Source: an optimization exercise on an open RTL-to-GDS flow (aim: small area). Production flows keep margins and buffers that such runs may drop.
Only simulation tests tie the RTL to the original design; equivalence was not proved.

Setup of the reference run:
==> flow/design.v <==
module rca #(parameter W = 12) (
	input  [W-1:0] a,
	input  [W-1:0] b,
	input          ci,
	output [W-1:0] s
);
	wire [W:0] c;
	assign c[0] = ci;
	genvar i;
	generate
		for (i = 0; i < W; i = i + 1) begin : g
			assign s[i] = a[i] ^ b[i] ^ c[i];
			assign c[i+1] = (a[i] & b[i]) | (c[i] & (a[i] ^ b[i]));
		end
	endgenerate
endmodule
module b_ctrl(input clk, input En, output reg [2:0] s, output Vld);
	reg [3:0] f;
	wire s7 = &s;
	always @(posedge clk) begin
		if (!En) begin
			s <= 3'd6;
			f <= 4'd0;
		end else begin
			s <= s7 ? 3'd1 : s + 3'd1;
			if (s7 && !(f[3] & f[0])) f <= f + 4'd1;
		end
	end
	assign Vld = s7 & f[3] & f[0];
endmodule
module b_acc(input clk, input En, input p1, input [19:0] FCW, output reg [19:0] acc);
	reg c10;
	wire [19:0] b = FCW & {20{p1}};
	wire [9:0] lo;
	wire [9:0] hi;
	wire [10:0] cl;
	wire [10:0] ch;
	assign cl[0] = 1'b0;
	assign ch[0] = c10;
	genvar i;
	generate
		for (i = 0; i < 10; i = i + 1) begin : g
			assign lo[i] = acc[i] ^ b[i] ^ cl[i];
			assign cl[i+1] = (acc[i] & b[i]) | (cl[i] & (acc[i] ^ b[i]));
			assign hi[i] = acc[i+10] ^ b[i+10] ^ ch[i];
			assign ch[i+1] = (acc[i+10] & b[i+10]) | (ch[i] & (acc[i+10] ^ b[i+10]));
		end
	endgenerate
	always @(posedge clk) begin
		acc <= {hi, lo} & {20{En}};
		c10 <= cl[10];
	end
endmodule
module b_ang(input clk, input [2:0] s, input [10:0] A0, output sgn);
	reg signed [10:0] A;
	reg [8:0] at;
	wire p1 = &s;
	always @* begin
		case (s)
			3'd1: at = 9'd301;
			3'd2: at = 9'd159;
			3'd3: at = 9'd80;
			3'd4: at = 9'd40;
			3'd5: at = 9'd19;
			default: at = 9'd9;
		endcase
	end
	wire signed [10:0] Ab = p1 ? A0 : A;
	wire signed [10:0] Ac = p1 ? 11'sd511 : {2'b00, at};
	wire [10:0] An;
	rca #(11) u_a (.a(Ab), .b(Ac ^ {11{~Ab[10]}}), .ci(~Ab[10]), .s(An));
	always @(posedge clk) A <= An;
	assign sgn = A[10];
endmodule
module b_lane(input clk, input p1, input sgn, input [1:0] q, output dk, output [1:0] q7, output [1:0] q8);
	reg [55:0] L;
	always @(posedge clk) L <= {L[54:0], sgn};
	reg [1:0] Q [0:8];
	integer j;
	always @(posedge clk) if (p1) begin
		Q[0] <= q;
		for (j = 1; j < 9; j = j + 1) Q[j] <= Q[j-1];
	end
	assign dk = L[55];
	assign q7 = Q[7];
	assign q8 = Q[8];
endmodule
module b_shr(input [11:0] v, input [2:0] s, output [11:0] o, output st);
	wire [11:0] a = s[0] ? {v[11], v[11:1]} : v;
	wire [11:0] b = s[1] ? {{2{a[11]}}, a[11:2]} : a;
	assign o = s[2] ? {{4{b[11]}}, b[11:4]} : b;
	assign st = (s[0] & v[0]) | (s[1] & (a[1] | a[0])) | (s[2] & (|b[3:0]));
endmodule
module b_xy(input clk, input [2:0] s, input dk, input [1:0] q7, input IS, output [11:0] Xn, output [11:0] Yn);
	reg [11:0] X, Y;
	wire [11:0] Xs, Ys;
	wire stX, stY;
	b_shr u_sx(.v(X), .s(s), .o(Xs), .st(stX));
	b_shr u_sy(.v(Y), .s(s), .o(Ys), .st(stY));
	rca #(12) u_x (.a(X), .b(Ys ^ {12{~dk}}), .ci(~dk ^ (IS & stY)), .s(Xn));
	rca #(12) u_y (.a(Y), .b(Xs ^ {12{dk}}), .ci(dk ^ (IS & stX)), .s(Yn));
	wire nx = q7[0] ^ q7[1];
	wire ny = q7[1];
	wire [11:0] X1 = nx ? 12'hB26 : 12'h4DA;
	wire [11:0] Y1 = ny ? 12'hB26 : 12'h4DA;
	always @(posedge clk) begin
		if (&s) begin X <= X1; Y <= Y1; end
		else begin X <= Xn; Y <= Yn; end
	end
endmodule
module b_out(input clk, input p1, input [11:0] Xn, input [11:0] Yn, input selSign, input selXY, output [11:0] Dout);
	reg [11:0] Xo, Yo;
	always @(posedge clk) if (p1) begin
		Xo <= Xn ^ {selSign, 11'd0};
		Yo <= Yn ^ {selSign, 11'd0};
	end
	assign Dout = selXY ? Xo : Yo;
endmodule
module nco(
	input clk,
	input En,
	input [19:0] FCW,
	input selXY,
	input selSign,
	output Vld,
	output [11:0] Dout
);
	wire [2:0] s;
	wire p1 = &s;
	wire [19:0] acc;
	wire sgn, dk;
	wire [1:0] q7, q8;
	wire [11:0] Xn, Yn;
	b_ctrl u_ctrl(.clk(clk), .En(En), .s(s), .Vld(Vld));
	b_acc u_acc(.clk(clk), .En(En), .p1(p1), .FCW(FCW), .acc(acc));
	b_ang u_ang(.clk(clk), .s(s), .A0({acc[18], acc[17:8]}), .sgn(sgn));
	b_lane u_lane(.clk(clk), .p1(p1), .sgn(sgn), .q(acc[19:18]), .dk(dk), .q7(q7), .q8(q8));
	b_xy u_xy(.clk(clk), .s(s), .dk(dk), .q7(q7), .IS(q8[1] ^ q8[0]), .Xn(Xn), .Yn(Yn));
	b_out u_out(.clk(clk), .p1(p1), .Xn(Xn), .Yn(Yn), .selSign(selSign), .selXY(selXY), .Dout(Dout));
endmodule
==> flow/config.mk <==
export PLATFORM = sky130hd
export DESIGN_NAME = nco
export DESIGN_NICKNAME = nco
export VERILOG_FILES = /design/flow/design.v
export SDC_FILE = /design/flow/constraint.sdc
export NUM_CORES = 4
export LEC_CHECK = 0
export ABC_AREA = 1
export CAP_MARGIN = 20
export CORE_MARGIN = 2
export CORE_UTILIZATION = 65
export GPL_TIMING_DRIVEN = 0
export SLEW_MARGIN = 20
==> flow/constraint.sdc <==
create_clock -name core_clock -period 6.0 [get_ports {clk}]
set_input_delay 1.2000 -clock core_clock [delete_from_list [all_inputs] [get_ports {clk}]]
set_output_delay 1.2000 -clock core_clock [all_outputs]
set_load 0.01 [all_outputs]
standard.sh (not shown) runs the stock make flow with config.mk's settings and CLKGATE_MAP_FILE= SYNTH_SCRIPT=/design/flow/synth_recipe.tcl, a recipe that flattens the netlist after the stock synthesis.
==> flow/flow/run.sh <==
#!/bin/bash
# Standard ORFS layout with smaller port buffers and a clock tree without dummy loads.
set -euo pipefail
bash standard.sh \
  BUFFER_PORTS_ARGS="-buffer_cell sky130_fd_sc_hd__buf_1" \
  CTS_ARGS="-sink_clustering_enable -repair_clock_nets -dont_use_dummy_load -buf_list sky130_fd_sc_hd__clkbuf_8" \
  finish > make.log 2>&1
Having completed the whole flow, the reference run delivered a layout that passed the timing, design-rule and antenna checks.
What the trial run does differently from the reference run at the input level:
--- a/flow/design.v
+++ b/flow/design.v
@@ -27,10 +27,12 @@
 		end
 	end
 	assign Vld = s7 & f[3] & f[0];
 endmodule
-module b_acc(input clk, input En, input p1, input [19:0] FCW, output reg [19:0] acc);
+module b_acc(input clk, input En, input p1, input [19:0] FCW, output [19:0] acc);
+	reg [19:0] nacc;
 	reg c10;
+	assign acc = ~nacc;
 	wire [19:0] b = FCW & {20{p1}};
 	wire [9:0] lo;
 	wire [9:0] hi;
 	wire [10:0] cl;
@@ -46,9 +48,9 @@
 			assign ch[i+1] = (acc[i+10] & b[i+10]) | (ch[i] & (acc[i+10] ^ b[i+10]));
 		end
 	endgenerate
 	always @(posedge clk) begin
-		acc <= {hi, lo} & {20{En}};
+		nacc <= ~({hi, lo} & {20{En}});
 		c10 <= cl[10];
 	end
 endmodule
 module b_ang(input clk, input [2:0] s, input [10:0] A0, output sgn);
@@ -71,20 +73,22 @@
 	rca #(11) u_a (.a(Ab), .b(Ac ^ {11{~Ab[10]}}), .ci(~Ab[10]), .s(An));
 	always @(posedge clk) A <= An;
 	assign sgn = A[10];
 endmodule
-module b_lane(input clk, input p1, input sgn, input [1:0] q, output dk, output [1:0] q7, output [1:0] q8);
+module b_lane(input clk, input p1, input sgn, input [1:0] q, output dk, output [1:0] q7, output IS);
 	reg [55:0] L;
 	always @(posedge clk) L <= {L[54:0], sgn};
-	reg [1:0] Q [0:8];
+	reg [1:0] Q [0:7];
+	reg ISr;
 	integer j;
 	always @(posedge clk) if (p1) begin
 		Q[0] <= q;
-		for (j = 1; j < 9; j = j + 1) Q[j] <= Q[j-1];
+		for (j = 1; j < 8; j = j + 1) Q[j] <= Q[j-1];
+		ISr <= Q[7][1] ^ Q[7][0];
 	end
 	assign dk = L[55];
 	assign q7 = Q[7];
-	assign q8 = Q[8];
+	assign IS = ISr;
 endmodule
 module b_shr(input [11:0] v, input [2:0] s, output [11:0] o, output st);
 	wire [11:0] a = s[0] ? {v[11], v[11:1]} : v;
 	wire [11:0] b = s[1] ? {{2{a[11]}}, a[11:2]} : a;
@@ -108,14 +112,14 @@
 		else begin X <= Xn; Y <= Yn; end
 	end
 endmodule
 module b_out(input clk, input p1, input [11:0] Xn, input [11:0] Yn, input selSign, input selXY, output [11:0] Dout);
-	reg [11:0] Xo, Yo;
+	reg [11:0] NXo, NYo;
 	always @(posedge clk) if (p1) begin
-		Xo <= Xn ^ {selSign, 11'd0};
-		Yo <= Yn ^ {selSign, 11'd0};
+		NXo <= ~(Xn ^ {selSign, 11'd0});
+		NYo <= ~(Yn ^ {selSign, 11'd0});
 	end
-	assign Dout = selXY ? Xo : Yo;
+	assign Dout = ~(selXY ? NXo : NYo);
 endmodule
 module nco(
 	input clk,
 	input En,
@@ -128,13 +132,14 @@
 	wire [2:0] s;
 	wire p1 = &s;
 	wire [19:0] acc;
 	wire sgn, dk;
-	wire [1:0] q7, q8;
+	wire [1:0] q7;
+	wire IS;
 	wire [11:0] Xn, Yn;
 	b_ctrl u_ctrl(.clk(clk), .En(En), .s(s), .Vld(Vld));
 	b_acc u_acc(.clk(clk), .En(En), .p1(p1), .FCW(FCW), .acc(acc));
 	b_ang u_ang(.clk(clk), .s(s), .A0({acc[18], acc[17:8]}), .sgn(sgn));
-	b_lane u_lane(.clk(clk), .p1(p1), .sgn(sgn), .q(acc[19:18]), .dk(dk), .q7(q7), .q8(q8));
-	b_xy u_xy(.clk(clk), .s(s), .dk(dk), .q7(q7), .IS(q8[1] ^ q8[0]), .Xn(Xn), .Yn(Yn));
+	b_lane u_lane(.clk(clk), .p1(p1), .sgn(sgn), .q(acc[19:18]), .dk(dk), .q7(q7), .IS(IS));
+	b_xy u_xy(.clk(clk), .s(s), .dk(dk), .q7(q7), .IS(IS), .Xn(Xn), .Yn(Yn));
 	b_out u_out(.clk(clk), .p1(p1), .Xn(Xn), .Yn(Yn), .selSign(selSign), .selXY(selXY), .Dout(Dout));
 endmodule
[the trial run] flow finished | final checks: failed | reasons: setup timing. Going from the reference run to the trial run, instance count on the critical path went down; peak supply drop higher; sequential share of layout area went down; global routing met1 resource utilization went down; worst path buffer plus inverter count saw a decrease.

[separate check: timing with driven ports]
No port has a modelled driver above. Below, the same layouts with a new extraction and two added sets of constraints. Step 1 (the two cells are an assumption about what drives the block):
set clk [get_ports {clk}]
set_driving_cell -lib_cell sky130_fd_sc_hd__clkbuf_16 $clk
set_driving_cell -lib_cell sky130_fd_sc_hd__buf_2 [delete_from_list [all_inputs] $clk]
Step 2 adds t to the input delays and takes it off the output delays; t is the mean of the earliest and latest rising clock arrival at the registers after step 1. Input paths then give back, and output paths get back, about the clock's delay inside the block. Slacks: ideal / step 1 / step 2; pairs: ideal / step 1.
| run | t, ns | setup WS [ns] | worst setup path after step 2 | clock arrival spread, ns |
|---|---|---|---|---|
| the reference run | 0.475 | 0.098 / 0.098 / 0.098 | register to register | 0.027 / 0.027 |
| the trial run | 0.469 | -0.034 / -0.034 / -0.034 | register to register | 0.026 / 0.027 |
